Context: an optimization exercise on an open-source flow, tuned for small area, a short achievable clock period and few clock cycles. The choices shown serve that exercise and are no tape-out recipe.
RTL that was checked went through simulation tests only; none was proved equivalent to the original.
Power figures rest on the tool's default switching activity, not on a simulated workload.

## rev 12
==> flow/design.v <==
module pfx_add(a, b, ci, s, co);
   parameter W = 32;
   parameter T = 1;
   input  [W-1:0] a, b;
   input          ci;
   output [W-1:0] s;
   output         co;
   reg [W-1:0] p, g, pp, gg;
   reg [W:0]   c;
   integer i, j;
   always @(*) begin
      p = a ^ b;
      g = a & b;
      g[0] = g[0] | (p[0] & ci);
      pp = p;
      gg = g;
      if (T == 0) begin
         for (i = 1; i < W; i = i + 1)
            gg[i] = g[i] | (p[i] & gg[i-1]);
      end else if (T == 1) begin
         for (i = 0; i < 7; i = i + 1)
            for (j = 2 * (1 << i) - 1; j < W; j = j + 2 * (1 << i)) begin
               gg[j] = gg[j] | (pp[j] & gg[j - (1 << i)]);
               pp[j] = pp[j] & pp[j - (1 << i)];
            end
         for (i = 6; i >= 0; i = i - 1)
            for (j = 3 * (1 << i) - 1; j < W; j = j + 2 * (1 << i)) begin
               gg[j] = gg[j] | (pp[j] & gg[j - (1 << i)]);
               pp[j] = pp[j] & pp[j - (1 << i)];
            end
      end else if (T == 2) begin
         for (i = 0; i < 7; i = i + 1)
            for (j = 0; j < W; j = j + 1)
               if ((j >> i) % 2 == 1) begin
                  gg[j] = gg[j] | (pp[j] & gg[((j >> i) << i) - 1]);
                  pp[j] = pp[j] & pp[((j >> i) << i) - 1];
               end
      end else begin
         for (i = 0; i < 7; i = i + 1)
            for (j = W - 1; j >= (1 << i); j = j - 1) begin
               gg[j] = gg[j] | (pp[j] & gg[j - (1 << i)]);
               pp[j] = pp[j] & pp[j - (1 << i)];
            end
      end
      c = {gg, ci};
   end
   assign s  = p ^ c[W-1:0];
   assign co = c[W];
endmodule
module int_calc(clk, rst, start, A, B, done, int_add, int_sub, int_mul, int_div, int_mod, addCo, addCy, subCo, subCy);
   input clk;
   input rst;
   input start;
   input [63:0] A;
   input [31:0] B;
   output done;
   output [31:0] int_add;
   output [31:0] int_sub;
   output [63:0] int_mul;
   output [31:0] int_div;
   output [31:0] int_mod;
   output addCo;
   output addCy;
   output subCo;
   output subCy;
   localparam TD = 1;           
   localparam TM = 1;           
   reg [31:0] b_r;              
   reg [63:0] p_r;              
   reg        last;             
   reg [31:0] r_r;              
   reg [31:0] q_r;              
   reg [31:0] sum_r;            
   reg [31:0] dif_r;            
   reg        add_c, sub_c;     
   reg        add_v, sub_v;     
   reg [3:0]  cnt;
   reg        busy;
   reg        done_r;
   wire       fin = busy & (cnt == 4'd15);    
   assign done    = done_r;
   assign int_mul = p_r;
   assign int_div = q_r;
   assign int_mod = r_r;
   assign int_add = sum_r;
   assign int_sub = dif_r;
   assign addCo   = add_c;
   assign addCy   = add_v;
   assign subCo   = sub_c;
   assign subCy   = sub_v;
   wire [1:0] sa = p_r[1:0];                   
   wire [1:0] sb = b_r[{cnt, 1'b0} +: 2];      
   wire       ac1 = (sa[0] & sb[0]) | (sa[0] & add_c) | (sb[0] & add_c);
   wire       ac2 = (sa[1] & sb[1]) | (sa[1] & ac1) | (sb[1] & ac1);
   wire [1:0] as = {sa[1] ^ sb[1] ^ ac1, sa[0] ^ sb[0] ^ add_c};
   wire       sc1 = (sa[0] & ~sb[0]) | (sa[0] & sub_c) | (~sb[0] & sub_c);
   wire       sc2 = (sa[1] & ~sb[1]) | (sa[1] & sc1) | (~sb[1] & sc1);
   wire [1:0] ds = {sa[1] ^ ~sb[1] ^ sc1, sa[0] ^ ~sb[0] ^ sub_c};
   wire [33:0] m_ext = {{2{b_r[31]}}, b_r};
   wire [2:0]  bd = {p_r[1:0], last};
   wire [33:0] pp = ((bd[1] ^ bd[0]) ? m_ext : (bd[2] ^ bd[0]) ? {m_ext[32:0], 1'b0} : 34'd0)
                    ^ {34{bd[2]}};
   wire [33:0] mt;
   wire        mco_unused;
   pfx_add #(.W(34), .T(TM)) u_mul(.a({{2{p_r[63]}}, p_r[63:32]}), .b(pp), .ci(bd[2]), .s(mt), .co(mco_unused));
   wire [63:0] p_next = {mt, p_r[31:2]};
   wire [33:0] R = {r_r, q_r[31:30]};
   wire [33:0] s1;              
   wire        c1;              
   pfx_add #(.W(34), .T(TD)) u_d1(.a(R), .b(~{2'b00, b_r}), .ci(1'b1), .s(s1), .co(c1));
   wire [32:0] s2;              
   wire        c2;              
   pfx_add #(.W(33), .T(TD)) u_d2(.a(R[33:1]), .b(~{1'b0, b_r}), .ci(1'b1), .s(s2), .co(c2));
   wire [35:0] x3 = {2'b00, R};
   wire [35:0] y3 = ~{4'b0000, b_r};
   wire [35:0] z3 = ~{3'b000, b_r, 1'b0};
   wire [35:0] cs_s = x3 ^ y3 ^ z3;
   wire [35:0] cs_c = (x3 & y3) | (x3 & z3) | (y3 & z3);
   wire [35:0] s3;              
   wire        co3_unused;
   pfx_add #(.W(36), .T(TD)) u_d3(.a(cs_s), .b({cs_c[34:0], 1'b1}), .ci(1'b1), .s(s3), .co(co3_unused));
   wire        c3 = ~s3[35];    
   wire        sel0 = ~c1;
   wire        sel1 = c1 & ~c2;
   wire        sel2 = c2 & ~c3;
   wire        sel3 = c3;
   wire [31:0] r_n = ({32{sel0}} & R[31:0]) | ({32{sel1}} & s1[31:0]) |
                     ({32{sel2}} & {s2[30:0], R[0]}) | ({32{sel3}} & s3[31:0]);
   wire [31:0] q_n = {q_r[29:0], c2, sel1 | sel3};
   always @(posedge clk) begin
      if (!busy) begin
         b_r  <= B;
         p_r  <= {32'd0, A[31:0]};
         last <= 1'b0;
         r_r  <= A[63:32];
         q_r  <= A[31:0];
      end else begin
         p_r  <= p_next;
         last <= p_r[1];
         r_r  <= r_n;
         q_r  <= q_n;
      end
      sum_r <= {as, sum_r[31:2]};
      dif_r <= {ds, dif_r[31:2]};
      add_c <= busy ? ac2 : 1'b0;
      sub_c <= busy ? sc2 : 1'b1;
      add_v <= ac1 ^ ac2;
      sub_v <= sc1 ^ sc2;
      if (rst) begin
         busy   <= 1'b0;
         done_r <= 1'b0;
         cnt    <= 4'd0;
      end else begin
         busy   <= start | (busy & ~fin);
         done_r <= fin;
         cnt    <= busy ? cnt + 4'd1 : 4'd0;
      end
   end
endmodule  
clock: 21.0 ns
lec_check: 0
cap_margin: 20
core_margin: 2
core_utilization: 40
setup_slack_margin: 1.5
slew_margin: 20
standard.sh (not shown) runs the stock make flow with config.mk's settings and CLKGATE_MAP_FILE= SYNTH_SCRIPT=/design/flow/synth_recipe.tcl, a recipe that flattens the netlist after the stock synthesis.
==> flow/flow/run.sh <==
#!/bin/bash
# Standard synthesis, then the ORFS layout with these changes: ports are
# buffered with buf_1 cells, timing repair aims at a larger setup slack
# margin, and the settings in params.sh (the clock period and all
# constraints are unchanged).
set -euo pipefail
W=$(pwd)
MARGIN=15.5
EXTRA=()
source flow/params.sh
bash standard.sh synth > synth.log 2>&1
make -C "$FLOW_HOME" DESIGN_CONFIG="$FLOW_CONFIG" WORK_HOME="$W/orfs" CLKGATE_MAP_FILE= \
  SYNTH_SCRIPT="$W/synth_recipe.tcl" CAP_MARGIN=20 CORE_MARGIN=2 CORE_UTILIZATION=40 \
  SETUP_SLACK_MARGIN=$MARGIN SLEW_MARGIN=20 \
  BUFFER_PORTS_ARGS="-buffer_cell sky130_fd_sc_hd__buf_1" "${EXTRA[@]}" finish > layout.log 2>&1
R="$W/orfs/results/$FLOW_PLATFORM/int_calc/base"
: # left out here: write the final layout as DEF
==> flow/flow/params.sh <==
MARGIN=16.0
EXTRA=( )
Changes in rev 13 relative to rev 12:
==> flow/flow/run.sh <==
#!/bin/bash
# Standard synthesis, then the ORFS layout with two changes: ports are
# buffered with buf_1 cells, and timing repair aims at a larger setup slack
# margin (the clock period and all constraints are unchanged).
set -euo pipefail
W=$(pwd)
MARGIN=${MARGIN:-15.5}
bash standard.sh synth > synth.log 2>&1
make -C "$FLOW_HOME" DESIGN_CONFIG="$FLOW_CONFIG" WORK_HOME="$W/orfs" CLKGATE_MAP_FILE= \
  SYNTH_SCRIPT="$W/synth_recipe.tcl" CAP_MARGIN=20 CORE_MARGIN=2 CORE_UTILIZATION=40 \
  SETUP_SLACK_MARGIN=$MARGIN SLEW_MARGIN=20 \
  BUFFER_PORTS_ARGS="-buffer_cell sky130_fd_sc_hd__buf_1" finish > layout.log 2>&1
R="$W/orfs/results/$FLOW_PLATFORM/int_calc/base"
: # left out here: write the final layout as DEF
removed: flow/flow/params.sh
### Flow results
Run comparison: rev 12 highest routing layer actually used met4; rev 13 highest routing layer actually used met5. Re combined area of all synthesized cells: no difference whatsoever between rev 13 and rev 12. Final total power: rev 13 and rev 12 compared, higher one is rev 12. Rev 13 vs rev 12: overall track demand over capacity in global routing down. | initial antenna violation count | rev 13 vs rev 12 | 1 higher |. Rev 13 does worse than rev 12 on worst setup slack. Diff rev 12 -> rev 13 | routed wire length | decrease of 7.8%.
No functional check of the RTL was part of any run of this note.


Setup of run 1:
Starts from the design.v that is shown in full above.
==> flow/config.mk <==
export PLATFORM = sky130hd
export DESIGN_NAME = int_calc
export DESIGN_NICKNAME = int_calc
export VERILOG_FILES = /design/flow/design.v
export SDC_FILE = /design/flow/constraint.sdc
export NUM_CORES = 4
export LEC_CHECK = 0
export CAP_MARGIN = 20
export CORE_MARGIN = 2
export CORE_UTILIZATION = 40
export SETUP_SLACK_MARGIN = 1.5
export SLEW_MARGIN = 20
==> flow/constraint.sdc <==
create_clock -name core_clock -period 21.0 [get_ports {clk}]
set_input_delay 4.2000 -clock core_clock [delete_from_list [all_inputs] [get_ports {clk}]]
set_output_delay 4.2000 -clock core_clock [all_outputs]
set_load 0.01 [all_outputs]
==> flow/flow/run.sh <==
#!/bin/bash
# Standard synthesis, then the ORFS layout with these changes: ports are
# buffered with buf_1 cells, timing repair aims at a larger setup slack
# margin, and the settings in params.sh (the clock period and all
# constraints are unchanged).
set -euo pipefail
W=$(pwd)
MARGIN=15.5
EXTRA=()
source flow/params.sh
bash standard.sh synth > synth.log 2>&1
make -C "$FLOW_HOME" DESIGN_CONFIG="$FLOW_CONFIG" WORK_HOME="$W/orfs" CLKGATE_MAP_FILE= \
  SYNTH_SCRIPT="$W/synth_recipe.tcl" CAP_MARGIN=20 CORE_MARGIN=2 CORE_UTILIZATION=40 \
  SETUP_SLACK_MARGIN=$MARGIN SLEW_MARGIN=20 \
  BUFFER_PORTS_ARGS="-buffer_cell sky130_fd_sc_hd__buf_1" "${EXTRA[@]}" finish > layout.log 2>&1
R="$W/orfs/results/$FLOW_PLATFORM/int_calc/base"
: # left out here: write the final layout as DEF
==> flow/flow/params.sh <==
MARGIN=15.5
EXTRA=( CORE_UTILIZATION=65 CTS_CLUSTER_SIZE=25 CTS_CLUSTER_DIAMETER=60 )
Run 1 completed end to end with timing, DRC and antenna clean.
What run 2 does differently from run 1 at the input level:
==> flow/flow/run.sh <==
#!/bin/bash
# Standard synthesis, then the ORFS layout with two changes: ports are
# buffered with buf_1 cells, and timing repair aims at a larger setup slack
# margin (the clock period and all constraints are unchanged).
set -euo pipefail
W=$(pwd)
MARGIN=${MARGIN:-1.5}
bash standard.sh synth > synth.log 2>&1
make -C "$FLOW_HOME" DESIGN_CONFIG="$FLOW_CONFIG" WORK_HOME="$W/orfs" CLKGATE_MAP_FILE= \
  SYNTH_SCRIPT="$W/synth_recipe.tcl" CAP_MARGIN=20 CORE_MARGIN=2 CORE_UTILIZATION=40 \
  SETUP_SLACK_MARGIN=$MARGIN SLEW_MARGIN=20 \
  BUFFER_PORTS_ARGS="-buffer_cell sky130_fd_sc_hd__buf_1" finish > layout.log 2>&1
R="$W/orfs/results/$FLOW_PLATFORM/int_calc/base"
: # left out here: write the final layout as DEF
removed: flow/flow/params.sh
Results
Run 1 went all the way through the flow, and no timing, DRC or antenna check failed.
Run 2 | status: complete | timing, DRC, antenna: pass
Run 2 -> run 1: critical path depth delta 0, exact match
In run 2, sequential share of layout area is lower than in run 1.
Higher via count was reported by run 1, not run 2.
Setup changes, run 2 to run 3
==> flow/flow/run.sh <==
#!/bin/bash
# Standard synthesis, then the ORFS layout with these changes: ports are
# buffered with buf_1 cells, timing repair aims at a larger setup slack
# margin, and the settings in params.sh (the clock period and all
# constraints are unchanged).
set -euo pipefail
W=$(pwd)
MARGIN=15.5
EXTRA=()
source flow/params.sh
bash standard.sh synth > synth.log 2>&1
make -C "$FLOW_HOME" DESIGN_CONFIG="$FLOW_CONFIG" WORK_HOME="$W/orfs" CLKGATE_MAP_FILE= \
  SYNTH_SCRIPT="$W/synth_recipe.tcl" CAP_MARGIN=20 CORE_MARGIN=2 CORE_UTILIZATION=40 \
  SETUP_SLACK_MARGIN=$MARGIN SLEW_MARGIN=20 \
  BUFFER_PORTS_ARGS="-buffer_cell sky130_fd_sc_hd__buf_1" "${EXTRA[@]}" finish > layout.log 2>&1
R="$W/orfs/results/$FLOW_PLATFORM/int_calc/base"
: # left out here: write the final layout as DEF
==> flow/flow/params.sh (new file) <==
MARGIN=15.5
EXTRA=( CORE_UTILIZATION=75 )
Results
When run 3 is set beside run 2, its combinational power turns out to be about 4% larger.
In run 3 the power share of the clock group turned out 1.8 points lower than in run 2.
Looking only at portion of total power attributed to combinational logic, and setting everything else aside, the higher value of run 2 and run 3 goes to run 3.
Compared to run 2, run 3 was floorplanned on a smaller die.
The hold slack of run 3 was inferior to that of run 2.
No functional check of the RTL was part of any run of this note.


int_calc, a different RTL version from the one above (not shown whole).
Size: about 1,400 cells after synthesis, ~240 flip-flops, about 0.014 mm^2 of cells after synthesis.
Settings: LEC_CHECK=0, CAP_MARGIN=20, CORE_MARGIN=2, CORE_UTILIZATION=40, SETUP_SLACK_MARGIN=1.5, SLEW_MARGIN=20; clock period 21.0 ns.
==> flow/flow/run.sh <==
#!/bin/bash
# Standard synthesis, then the ORFS layout with these changes: ports are
# buffered with buf_1 cells, timing repair aims at a larger setup slack
# margin, and the settings in params.sh (the clock period and all
# constraints are unchanged).
set -euo pipefail
W=$(pwd)
MARGIN=15.5
EXTRA=()
source flow/params.sh
bash standard.sh synth > synth.log 2>&1
make -C "$FLOW_HOME" DESIGN_CONFIG="$FLOW_CONFIG" WORK_HOME="$W/orfs" CLKGATE_MAP_FILE= \
  SYNTH_SCRIPT="$W/synth_recipe.tcl" CAP_MARGIN=20 CORE_MARGIN=2 CORE_UTILIZATION=40 \
  SETUP_SLACK_MARGIN=$MARGIN SLEW_MARGIN=20 \
  BUFFER_PORTS_ARGS="-buffer_cell sky130_fd_sc_hd__buf_1" "${EXTRA[@]}" finish > layout.log 2>&1
R="$W/orfs/results/$FLOW_PLATFORM/int_calc/base"
: # left out here: write the final layout as DEF
==> flow/flow/params.sh <==
MARGIN=15.75
EXTRA=( CORE_UTILIZATION=75 CTS_ARGS=-sink_clustering_enable\ -repair_clock_nets\ -sink_clustering_size\ 25\ -sink_clustering_max_diameter\ 60\ -dont_use_dummy_load )
Testbench counts at the start, summed over its fixed seeds: cycles 54,408.
Change:
==> flow/flow/params.sh (replaced) <==
MARGIN=15.65
EXTRA=( CORE_UTILIZATION=75 CTS_ARGS=-sink_clustering_enable\ -repair_clock_nets\ -sink_clustering_size\ 20\ -sink_clustering_max_diameter\ 50\ -dont_use_dummy_load\ -root_buf\ sky130_fd_sc_hd__clkbuf_16\ -buf_list\ sky130_fd_sc_hd__clkbuf_8\ sky130_fd_sc_hd__clkbuf_16 )
Now the flow did not get past 4_1_cts with STA-0564.
Area after synthesis stays the same.
Synthesized cell count does not change.
Change:
==> flow/flow/params.sh (replaced) <==
MARGIN=15.65
EXTRA=( CORE_UTILIZATION=80 CTS_ARGS=-sink_clustering_enable\ -repair_clock_nets\ -sink_clustering_size\ 25\ -sink_clustering_max_diameter\ 60\ -dont_use_dummy_load )
With this change the flow produced a clean layout.
Synthesized cell count is unchanged.
Area after synthesis stays the same.
Change:
==> flow/flow/params.sh (replaced) <==
MARGIN=15.65
EXTRA=( CORE_UTILIZATION=75 CTS_ARGS=-sink_clustering_enable\ -repair_clock_nets\ -sink_clustering_size\ 20\ -sink_clustering_max_diameter\ 50\ -dont_use_dummy_load\ -root_buf\ sky130_fd_sc_hd__clkbuf_16\ -buf_list\ \{sky130_fd_sc_hd__clkbuf_8\ sky130_fd_sc_hd__clkbuf_16\} )
After rerunning: The new run went through all stages and came out clean. Register-to-register slack improves by 0.34 ns. Cell area goes up slightly. Power goes down slightly. Cell count goes up slightly. Sequential share of layout area goes down by 0.52 points. Clock-buffer cell count goes up by 11. First-iteration DRC count goes down by well over a third.
Change:
==> flow/flow/params.sh (replaced) <==
MARGIN=15.65
EXTRA=( CORE_UTILIZATION=75 CTS_ARGS=-sink_clustering_enable\ -repair_clock_nets\ -sink_clustering_size\ 15\ -sink_clustering_max_diameter\ 45\ -dont_use_dummy_load\ -root_buf\ sky130_fd_sc_hd__clkbuf_16\ -buf_list\ sky130_fd_sc_hd__clkbuf_8 )
The changed run finished with timing, DRC and antenna clean.
Power falls by a few percent.
Via count falls slightly.
Utilization came out lower by 1.5 points.
Sequential share of layout area went up by 0.45 points.
Final area went down slightly.
Wire length goes down by a few percent.
Count of clock-buffer cells in the layout rises by 2.
Fmax hardly moves.

static timing again, ports no longer ideal:
The results above use ideal ports. As a check the final layouts listed here were re-extracted and re-timed, cells and wires unchanged.
Step 1 assumes that a clkbuf_16 drives the clock port and a buf_2 every other input.
Step 2 moves the port delays by t, midway between the first and last clock arrival at a register: inputs arrive t later, outputs are due t later. That takes back most of the time a late clock gives input paths.
a / b / c = ideal / step 1 / step 2; a / b = the first two.
| run | t (ns) | setup slack, ns | clock arrival spread, ns | slew at the worst register clock pin (ns) |
|---|---|---|---|---|
| rev 12 | 0.633 | 15.652 / 15.594 / 16.209 | 0.035 / 0.035 | 0.07 / 0.07 |
| rev 13 | 0.631 | 15.549 / 15.489 / 15.991 | 0.036 / 0.037 | 0.07 / 0.07 |
| run 1 | 0.558 | 15.553 / 15.505 / 15.926 | 0.023 / 0.023 | 0.09 / 0.09 |
| run 2 | 0.631 | 15.182 / 15.122 / 15.683 | 0.038 / 0.038 | 0.07 / 0.07 |
| run 3 | 0.571 | 15.551 / 15.507 / 15.844 | 0.026 / 0.026 | 0.07 / 0.07 |
| the first run of note 3 | 0.545 | 15.711 / 15.661 / 15.954 | 0.057 / 0.057 | 0.10 / 0.10 |
| the third run of note 3 | 0.546 | 15.632 / 15.582 / 15.758 | 0.038 / 0.038 | 0.10 / 0.10 |
| the fourth run of note 3 | 0.577 | 15.657 / 15.607 / 16.096 | 0.066 / 0.065 | 0.08 / 0.08 |
| the fifth run of note 3 | 0.539 | 15.662 / 15.614 / 16.098 | 0.058 / 0.057 | 0.09 / 0.09 |
After both steps every run listed still meets setup and hold.
